This design comes from an exercise in tuning for small area and a short achievable clock period on the open sky130 flow, not from production work. At most, simulation tests tie the RTL to the original design; equivalence was not proved. No driver is modelled on the clock port, so clock power and skew are understated where the tree is cut down; a real chip needs a root buffer or a tree.

==> inputs of juniper <==
## reservation_station
module reservation_station #(
    parameter RS_SIZE = 8,
    parameter PR_BITS = 6,
    parameter ROB_SIZE = 16,
    parameter ROB_BITS = $clog2(ROB_SIZE)
)(
    input  logic clk,
    input  logic rst,
    input  logic                  dispatch_en,
    input  logic [PR_BITS-1:0]    src1,
    input  logic [PR_BITS-1:0]    src2,
    input  logic [PR_BITS-1:0]    dst,
    input  logic                  src1_ready,
    input  logic                  src2_ready,
    input  logic                  use_imm,
    input  logic [31:0]           imm,
    input  logic [ROB_BITS-1:0]   alloc_rob_idx,
    input  logic                  dispatch_is_branch,
    input  logic [31:0]           dispatch_pc,
    input logic [1:0] dispatch_br_type,
    input  logic                  wb_valid,
    input  logic [PR_BITS-1:0]    wb_phys,
    input  logic                  issue_grant,
    output logic [1:0] issue_br_type,
    output logic                  issue_valid,
    output logic [PR_BITS-1:0]    issue_src1,
    output logic [PR_BITS-1:0]    issue_src2,
    output logic [PR_BITS-1:0]    issue_dst,
    output logic                  issue_use_imm,
    output logic [31:0]           issue_imm,
    output logic                  issue_is_branch,
    output logic [31:0]           issue_pc,
    output logic [ROB_BITS-1:0]   issue_rob_idx,
    output logic [$clog2(RS_SIZE)-1:0] issue_idx,
    output logic                  rs_full
);
  ...
==> module reservation_station, before the edit <==
module reservation_station #(
    parameter RS_SIZE = 8,
    parameter PR_BITS = 6,
    parameter ROB_SIZE = 16,
    parameter ROB_BITS = $clog2(ROB_SIZE)
)(
    input  logic clk,
    input  logic rst,
    input  logic                  dispatch_en,
    input  logic [PR_BITS-1:0]    src1,
    input  logic [PR_BITS-1:0]    src2,
    input  logic [PR_BITS-1:0]    dst,
    input  logic                  src1_ready,
    input  logic                  src2_ready,
    input  logic                  use_imm,
    input  logic [31:0]           imm,
    input  logic [ROB_BITS-1:0]   alloc_rob_idx,
    input  logic                  dispatch_is_branch,
    input  logic [31:0]           dispatch_pc,
    input logic [1:0] dispatch_br_type,
    input  logic                  wb_valid,
    input  logic [PR_BITS-1:0]    wb_phys,
    input  logic                  issue_grant,
    output logic [1:0] issue_br_type,
    output logic                  issue_valid,
    output logic [PR_BITS-1:0]    issue_src1,
    output logic [PR_BITS-1:0]    issue_src2,
    output logic [PR_BITS-1:0]    issue_dst,
    output logic                  issue_use_imm,
    output logic [31:0]           issue_imm,
    output logic                  issue_is_branch,
    output logic [31:0]           issue_pc,
    output logic [ROB_BITS-1:0]   issue_rob_idx,
    output logic [$clog2(RS_SIZE)-1:0] issue_idx,
    output logic                  rs_full
);
    localparam int W = 3*PR_BITS + 1 + 32 + ROB_BITS + 1 + 32 + 2;
    localparam int NSEL = 6;
    logic [W-1:0] din;
    assign din = {src1, src2, dst, use_imm, imm, alloc_rob_idx,
                  dispatch_is_branch, dispatch_pc, dispatch_br_type};
    logic [RS_SIZE-1:0] rs_valid;
    logic [RS_SIZE-1:0] rs_rdy1;    
    logic [RS_SIZE-1:0] rs_rdy2;
    logic [W-1:0]       rs_data [RS_SIZE];
    logic [RS_SIZE-1:0] sel_q [NSEL];
    logic [RS_SIZE-1:0] sel;
    assign sel = sel_q[0];
    always_ff @(posedge clk) begin
        for (int i = 0; i < RS_SIZE; i++)
            if (!rs_valid[i])
                rs_data[i] <= din;
    end
    logic [RS_SIZE-1:0] free_oh;
    always_comb begin
        logic all_lower;
        all_lower = 1'b1;
        for (int i = 0; i < RS_SIZE; i++) begin
            free_oh[i] = !rs_valid[i] && all_lower;
            all_lower  = all_lower && rs_valid[i];
        end
    end
    logic disp_ok, rdy1_in, rdy2_in;
    assign disp_ok  = dispatch_en && (dst != '0);
    assign rdy1_in  = src1_ready || (src1 == '0);
    assign rdy2_in  = src2_ready || (src2 == '0);
    logic [1:0] disp_rdy;
    assign disp_rdy[0] = (disp_ok && rdy1_in) && rdy2_in;
    assign disp_rdy[1] = disp_ok && (rdy1_in && rdy2_in);
    logic [RS_SIZE-1:0] keep, ok1, ok2, valid_n, rdy1_n, rdy2_n;
    always_comb begin
        for (int i = 0; i < RS_SIZE; i++) begin
            ok1[i]     = rs_rdy1[i] || (wb_valid && rs_data[i][W-1 -: PR_BITS] == wb_phys);
            ok2[i]     = rs_rdy2[i] || (wb_valid && rs_data[i][W-1-PR_BITS -: PR_BITS] == wb_phys);
            keep[i]    = rs_valid[i] && !(issue_grant && sel[i]);
            valid_n[i] = keep[i] || (disp_ok && free_oh[i]);
            rdy1_n[i]  = rs_valid[i] ? ok1[i] : rdy1_in;
            rdy2_n[i]  = rs_valid[i] ? ok2[i] : rdy2_in;
        end
    end
    logic [RS_SIZE-1:0] sel_n [NSEL];
    always_comb begin
        logic [RS_SIZE-1:0] r, rd, pn, pd;
        logic lower_n, lower_d;
        for (int k = 0; k < NSEL; k++) begin
            for (int i = 0; i < RS_SIZE; i++) begin
                case (k % 3)
                    0:       r[i] = (keep[i] && ok1[i]) && ok2[i];
                    1:       r[i] = keep[i] && (ok1[i] && ok2[i]);
                    default: r[i] = (keep[i] && ok2[i]) && ok1[i];
                endcase
                rd[i] = r[i] || free_oh[i];
            end
            lower_n = 1'b0;
            lower_d = 1'b0;
            for (int i = 0; i < RS_SIZE; i++) begin
                pn[i] = r[i] && !lower_n;
                pd[i] = rd[i] && !lower_d;
                lower_n = lower_n || r[i];
                lower_d = lower_d || rd[i];
            end
            sel_n[k] = disp_rdy[k / 3] ? pd : pn;
        end
    end
    always_ff @(posedge clk or posedge rst) begin
        if (rst) begin
            rs_valid <= '0;
            for (int k = 0; k < NSEL; k++) sel_q[k] <= '0;
        end else begin
            rs_valid <= valid_n;
            for (int k = 0; k < NSEL; k++) sel_q[k] <= sel_n[k];
        end
    end
    always_ff @(posedge clk) begin
        rs_rdy1 <= rdy1_n;
        rs_rdy2 <= rdy2_n;
    end
    logic [W-1:0] dout;
    always_comb begin
        dout = '0;
        for (int i = 0; i < RS_SIZE; i++)
            for (int b = 0; b < W; b++)
                dout[b] = dout[b] | (sel_q[b % NSEL][i] & rs_data[i][b]);
    end
    assign {issue_src1, issue_src2, issue_dst, issue_use_imm, issue_imm, issue_rob_idx,
            issue_is_branch, issue_pc, issue_br_type} = dout;
    assign issue_valid = |sel_q[5];
    assign issue_idx   = {sel_q[4][4] | sel_q[4][5] | sel_q[4][6] | sel_q[4][7],
                          sel_q[3][2] | sel_q[3][3] | sel_q[3][6] | sel_q[3][7],
                          sel_q[2][1] | sel_q[2][3] | sel_q[2][5] | sel_q[2][7]};
    assign rs_full     = &rs_valid;
endmodule
clock: 4.5 ns
lec_check: 0
cap_margin: 20
core_margin: 2
core_utilization: 65
place_density: 0.75
setup_slack_margin: 2.0
slew_margin: 20
tns_end_percent: 5
standard.sh (not shown) runs the stock make flow with config.mk's settings and CLKGATE_MAP_FILE= SYNTH_SCRIPT=/design/flow/synth_recipe.tcl, a recipe that flattens the netlist after the stock synthesis.
==> flow/flow/run.sh <==
#!/bin/bash
# Standard ORFS layout, with plain buffers on the ports instead of the
# delay-cell buffers that buffer_ports picks by default, extra settings from
# flow/extra.mk, and flow/post_cts.tcl run at the end of CTS.
set -euo pipefail
EXTRA=()
[[ -f flow/extra.mk ]] && while IFS= read -r l; do [[ -n "$l" ]] && EXTRA+=("$l"); done < flow/extra.mk
bash standard.sh "BUFFER_PORTS_ARGS=-buffer_cell sky130_fd_sc_hd__buf_1" "POST_CTS_TCL=$PWD/flow/post_cts.tcl" "${EXTRA[@]}" finish > flow_standard.log 2>&1
==> flow/flow/extra.mk <==
CTS_ARGS=-sink_clustering_enable -repair_clock_nets -dont_use_dummy_load -sink_clustering_size 24 -sink_clustering_max_diameter 80
==> flow/flow/post_cts.tcl <==
set block [ord::get_db_block]
set root [$block findInst clkbuf_0_clk]
if {$root != "NULL"} {
  set in_net [[$root findITerm A] getNet]
  set out_net [[$root findITerm X] getNet]
  set loads {}
  foreach it [$out_net getITerms] {
    if {[$it getInst] != $root} { lappend loads $it }
  }
  if {[llength $loads] <= 4 && [llength [$out_net getBTerms]] == 0} {
    puts "post_cts: removing [$root getName], clock port now feeds [llength $loads] buffers"
    foreach it $loads {
      $it disconnect
      $it connect $in_net
    }
    odb::dbInst_destroy $root
    odb::dbNet_destroy $out_net
    estimate_parasitics -placement
    repair_timing_helper
    detailed_placement
    check_placement -verbose
  } else {
    puts "post_cts: root buffer kept ([llength $loads] loads)"
  }
}
==> inputs of nickel, as changes to juniper <==
--- a/flow/design.v
+++ b/flow/design.v
@@ -47,4 +47,6 @@
     logic [RS_SIZE-1:0] sel;
     assign sel = sel_q[0];
+    logic       valid_q, full_q;
+    logic [2:0] idx_q;
     always_ff @(posedge clk) begin
         for (int i = 0; i < RS_SIZE; i++)
@@ -61,11 +63,9 @@
         end
     end
-    logic disp_ok, rdy1_in, rdy2_in;
+    logic disp_ok, rdy1_in, rdy2_in, disp_rdy;
     assign disp_ok  = dispatch_en && (dst != '0);
     assign rdy1_in  = src1_ready || (src1 == '0);
     assign rdy2_in  = src2_ready || (src2 == '0);
-    logic [1:0] disp_rdy;
-    assign disp_rdy[0] = (disp_ok && rdy1_in) && rdy2_in;
-    assign disp_rdy[1] = disp_ok && (rdy1_in && rdy2_in);
+    assign disp_rdy = disp_ok && rdy1_in && rdy2_in;
     logic [RS_SIZE-1:0] keep, ok1, ok2, valid_n, rdy1_n, rdy2_n;
     always_comb begin
@@ -80,4 +80,5 @@
     end
     logic [RS_SIZE-1:0] sel_n [NSEL];
+    logic [RS_SIZE-1:0] r0, prio_n, prio_d;
     always_comb begin
         logic [RS_SIZE-1:0] r, rd, pn, pd;
@@ -95,11 +96,34 @@
             lower_d = 1'b0;
             for (int i = 0; i < RS_SIZE; i++) begin
-                pn[i] = r[i] && !lower_n;
-                pd[i] = rd[i] && !lower_d;
+                if (k < 3) begin
+                    pn[i] = r[i] && !lower_n;
+                    pd[i] = rd[i] && !lower_d;
+                end else begin
+                    pn[i] = !(!r[i] || lower_n);
+                    pd[i] = !(!rd[i] || lower_d);
+                end
                 lower_n = lower_n || r[i];
                 lower_d = lower_d || rd[i];
             end
-            sel_n[k] = disp_rdy[k / 3] ? pd : pn;
+            sel_n[k] = disp_rdy ? pd : pn;
+            if (k == 0) begin
+                r0     = r;
+                prio_n = pn;
+                prio_d = pd;
+            end
         end
+    end
+    logic       valid_nq;
+    logic [2:0] idx_nq;
+    always_comb begin
+        logic [2:0] en, ed;
+        en = '0;
+        ed = '0;
+        for (int i = 0; i < RS_SIZE; i++) begin
+            en = en | ({3{prio_n[i]}} & 3'(i));
+            ed = ed | ({3{prio_d[i]}} & 3'(i));
+        end
+        valid_nq = disp_rdy ? ((|r0) || !(&rs_valid)) : (|r0);
+        idx_nq   = disp_rdy ? ed : en;
     end
     always_ff @(posedge clk or posedge rst) begin
@@ -107,7 +131,13 @@
             rs_valid <= '0;
             for (int k = 0; k < NSEL; k++) sel_q[k] <= '0;
+            valid_q  <= 1'b0;
+            idx_q    <= '0;
+            full_q   <= 1'b0;
         end else begin
             rs_valid <= valid_n;
             for (int k = 0; k < NSEL; k++) sel_q[k] <= sel_n[k];
+            valid_q  <= valid_nq;
+            idx_q    <= idx_nq;
+            full_q   <= &valid_n;
         end
     end
@@ -125,8 +155,6 @@
     assign {issue_src1, issue_src2, issue_dst, issue_use_imm, issue_imm, issue_rob_idx,
             issue_is_branch, issue_pc, issue_br_type} = dout;
-    assign issue_valid = |sel_q[5];
-    assign issue_idx   = {sel_q[4][4] | sel_q[4][5] | sel_q[4][6] | sel_q[4][7],
-                          sel_q[3][2] | sel_q[3][3] | sel_q[3][6] | sel_q[3][7],
-                          sel_q[2][1] | sel_q[2][3] | sel_q[2][5] | sel_q[2][7]};
-    assign rs_full     = &rs_valid;
+    assign issue_valid = valid_q;
+    assign issue_idx   = idx_q;
+    assign rs_full     = full_q;
 endmodule
==> flow/flow/run.sh (replaced) <==
#!/bin/bash
# Standard ORFS layout, with plain buffers on the ports instead of the
# delay-cell buffers that buffer_ports picks by default.
set -euo pipefail
EXTRA=()
[[ -f flow/extra.mk ]] && while IFS= read -r l; do [[ -n "$l" ]] && EXTRA+=("$l"); done < flow/extra.mk
bash standard.sh "BUFFER_PORTS_ARGS=-buffer_cell sky130_fd_sc_hd__buf_1" "${EXTRA[@]}" finish > flow_standard.log 2>&1
Settings changed: SETUP_SLACK_MARGIN 2.0 to 1.9.
removed: flow/flow/post_cts.tcl
==> inputs of ember, as changes to juniper <==
--- a/flow/design.v
+++ b/flow/design.v
@@ -47,4 +47,6 @@
     logic [RS_SIZE-1:0] sel;
     assign sel = sel_q[0];
+    logic       valid_q, full_q;
+    logic [2:0] idx_q;
     always_ff @(posedge clk) begin
         for (int i = 0; i < RS_SIZE; i++)
@@ -52,20 +54,19 @@
                 rs_data[i] <= din;
     end
-    logic [RS_SIZE-1:0] free_oh;
+    logic [RS_SIZE-1:0] free_oh, free_below;
     always_comb begin
         logic all_lower;
         all_lower = 1'b1;
         for (int i = 0; i < RS_SIZE; i++) begin
-            free_oh[i] = !rs_valid[i] && all_lower;
-            all_lower  = all_lower && rs_valid[i];
+            free_oh[i]    = !rs_valid[i] && all_lower;
+            free_below[i] = !all_lower;
+            all_lower     = all_lower && rs_valid[i];
         end
     end
-    logic disp_ok, rdy1_in, rdy2_in;
+    logic disp_ok, rdy1_in, rdy2_in, disp_rdy;
     assign disp_ok  = dispatch_en && (dst != '0);
     assign rdy1_in  = src1_ready || (src1 == '0);
     assign rdy2_in  = src2_ready || (src2 == '0);
-    logic [1:0] disp_rdy;
-    assign disp_rdy[0] = (disp_ok && rdy1_in) && rdy2_in;
-    assign disp_rdy[1] = disp_ok && (rdy1_in && rdy2_in);
+    assign disp_rdy = disp_ok && rdy1_in && rdy2_in;
     logic [RS_SIZE-1:0] keep, ok1, ok2, valid_n, rdy1_n, rdy2_n;
     always_comb begin
@@ -81,8 +82,8 @@
     logic [RS_SIZE-1:0] sel_n [NSEL];
     always_comb begin
-        logic [RS_SIZE-1:0] r, rd, pn, pd;
-        logic lower_n, lower_d;
+        logic [RS_SIZE-1:0] r;
+        logic lower;
         for (int k = 0; k < NSEL; k++) begin
-            for (int i = 0; i < RS_SIZE; i++) begin
+            for (int i = 0; i < RS_SIZE; i++)
                 case (k % 3)
                     0:       r[i] = (keep[i] && ok1[i]) && ok2[i];
@@ -90,15 +91,14 @@
                     default: r[i] = (keep[i] && ok2[i]) && ok1[i];
                 endcase
-                rd[i] = r[i] || free_oh[i];
+            lower = 1'b0;
+            for (int i = 0; i < RS_SIZE; i++) begin
+                if (k < 3)
+                    sel_n[k][i] = (r[i] && !lower && !(disp_rdy && free_below[i])) ||
+                                  (disp_rdy && free_oh[i] && !lower);
+                else
+                    sel_n[k][i] = !lower && ((r[i] && !(disp_rdy && free_below[i])) ||
+                                             (disp_rdy && free_oh[i]));
+                lower = lower || r[i];
             end
-            lower_n = 1'b0;
-            lower_d = 1'b0;
-            for (int i = 0; i < RS_SIZE; i++) begin
-                pn[i] = r[i] && !lower_n;
-                pd[i] = rd[i] && !lower_d;
-                lower_n = lower_n || r[i];
-                lower_d = lower_d || rd[i];
-            end
-            sel_n[k] = disp_rdy[k / 3] ? pd : pn;
         end
     end
@@ -107,7 +107,15 @@
             rs_valid <= '0;
             for (int k = 0; k < NSEL; k++) sel_q[k] <= '0;
+            valid_q  <= 1'b0;
+            idx_q    <= '0;
+            full_q   <= 1'b0;
         end else begin
             rs_valid <= valid_n;
             for (int k = 0; k < NSEL; k++) sel_q[k] <= sel_n[k];
+            valid_q  <= |sel_n[0];
+            idx_q    <= {sel_n[0][4] | sel_n[0][5] | sel_n[0][6] | sel_n[0][7],
+                         sel_n[0][2] | sel_n[0][3] | sel_n[0][6] | sel_n[0][7],
+                         sel_n[0][1] | sel_n[0][3] | sel_n[0][5] | sel_n[0][7]};
+            full_q   <= &valid_n;
         end
     end
@@ -125,8 +133,6 @@
     assign {issue_src1, issue_src2, issue_dst, issue_use_imm, issue_imm, issue_rob_idx,
             issue_is_branch, issue_pc, issue_br_type} = dout;
-    assign issue_valid = |sel_q[5];
-    assign issue_idx   = {sel_q[4][4] | sel_q[4][5] | sel_q[4][6] | sel_q[4][7],
-                          sel_q[3][2] | sel_q[3][3] | sel_q[3][6] | sel_q[3][7],
-                          sel_q[2][1] | sel_q[2][3] | sel_q[2][5] | sel_q[2][7]};
-    assign rs_full     = &rs_valid;
+    assign issue_valid = valid_q;
+    assign issue_idx   = idx_q;
+    assign rs_full     = full_q;
 endmodule
==> flow/flow/run.sh (replaced) <==
#!/bin/bash
# Standard ORFS layout, with plain buffers on the ports instead of the
# delay-cell buffers that buffer_ports picks by default.
set -euo pipefail
EXTRA=()
[[ -f flow/extra.mk ]] && while IFS= read -r l; do [[ -n "$l" ]] && EXTRA+=("$l"); done < flow/extra.mk
bash standard.sh "BUFFER_PORTS_ARGS=-buffer_cell sky130_fd_sc_hd__buf_1" "${EXTRA[@]}" finish > flow_standard.log 2>&1
==> flow/flow/extra.mk (replaced) <==
CTS_ARGS=-sink_clustering_enable -repair_clock_nets -dont_use_dummy_load -sink_clustering_size 24 -sink_clustering_max_diameter 80
RECOVER_POWER=100
Settings changed: SETUP_SLACK_MARGIN 2.0 to 2.3.
removed: flow/flow/post_cts.tcl
==> metrics.sh <==
OUTCOME='finished with violations'
FAILED_LAYOUT_CHECKS='max-capacitance violations, max-slew violations'
SYNTH_TOP_CELL_AREA_SHARE_PCT=74.6
MAX_CAP_VIOLATIONS=11
SYNTH.TOP_CELLS.BY_AREA='sky130_fd_sc_hd__edfxtp_1 (75%), sky130_fd_sc_hd__a22oi_1 (9.3%), sky130_fd_sc_hd__dfrtp_1 (5.0%)'
SLEW_VIOLATIONS=318
CRIT_FANOUT=15
The numbers above come from ember.

==> metrics.sh <==
TOP_SIGNAL_LAYER_USED='met5'
MAX_CAP_VIOLATIONS=0
SYNTH_SEQUENTIAL_AREA_RATIO_PCT=79.2
COREAREA_UM2=44000
OUTCOME='complete, no violations'
MET1_USAGE_PCT=46.8
SYNTH.TOP_CELLS.BY_AREA='sky130_fd_sc_hd__edfxtp_1 (75%), sky130_fd_sc_hd__a22oi_1 (9.4%), sky130_fd_sc_hd__dfrtp_1 (3.2%)'
LARGEST_REGISTER='rs_data'
FIN_WORST_HOLD_SLACK_PS=383
The numbers above come from nickel.

==> metrics.sh <==
COMMONEST_CELLS_IN_THE_NETLIST='sky130_fd_sc_hd__edfxtp_1 (720), sky130_fd_sc_hd__a22oi_1 (360), sky130_fd_sc_hd__nand4_1 (93), sky130_fd_sc_hd__xor2_1 (70), sky130_fd_sc_hd__clkbuf_1 (65)'
OUTCOME='complete, no violations'
MAX_CAP_VIOLATIONS=0
SLEW_VIOLATIONS=0
CELL_KIND_WITH_THE_GREATEST_SUMMED_AREA='registers'
GRT_UTIL_MET2_PCT=49.5
FINAL.PERIOD_UTILIZATION_PCT=58.0
POWER.SWITCHING_uW=8540
CRIT_FANOUT=12
FINAL_SETUP_VIOLATING_ENDPOINTS=0
The numbers above come from juniper.

No functional check of the RTL was part of juniper and nickel.

[port drivers added, routing unchanged]
No port has a modelled driver above. Below, the same layouts with a new extraction and two added sets of constraints.
Step 1 assumes that a clkbuf_16 drives the clock port and a buf_2 every other input.
Step 2 adds t to the input delays and takes it off the output delays; t is the mean of the earliest and latest rising clock arrival at the registers after step 1. Input paths then give back, and output paths get back, about the clock's delay inside the block.
Slacks: ideal ports / drivers / drivers and shift; pairs: ideal ports / drivers.
run | shift t [ns] | setup slack, ns | hold WS [ns] | worst setup path at the end | slew at the worst register clock pin (ns)
juniper | 0.509 | 1.889 / 1.809 / 1.448 | 0.525 / 0.525 / 0.525 | input to register | 0.09 / 0.09
nickel | 0.645 | 1.659 / 1.599 / 1.253 | 0.383 / 0.360 / 0.518 | input to register | 0.10 / 0.10
ember | 0.631 | 1.051 / 0.994 / 0.483 | 0.522 / 0.522 / 0.522 | input to register | 0.10 / 0.10
The setup slack of ember, which loses most, moves by -0.057 ns with the drivers and by -0.568 ns with both steps.
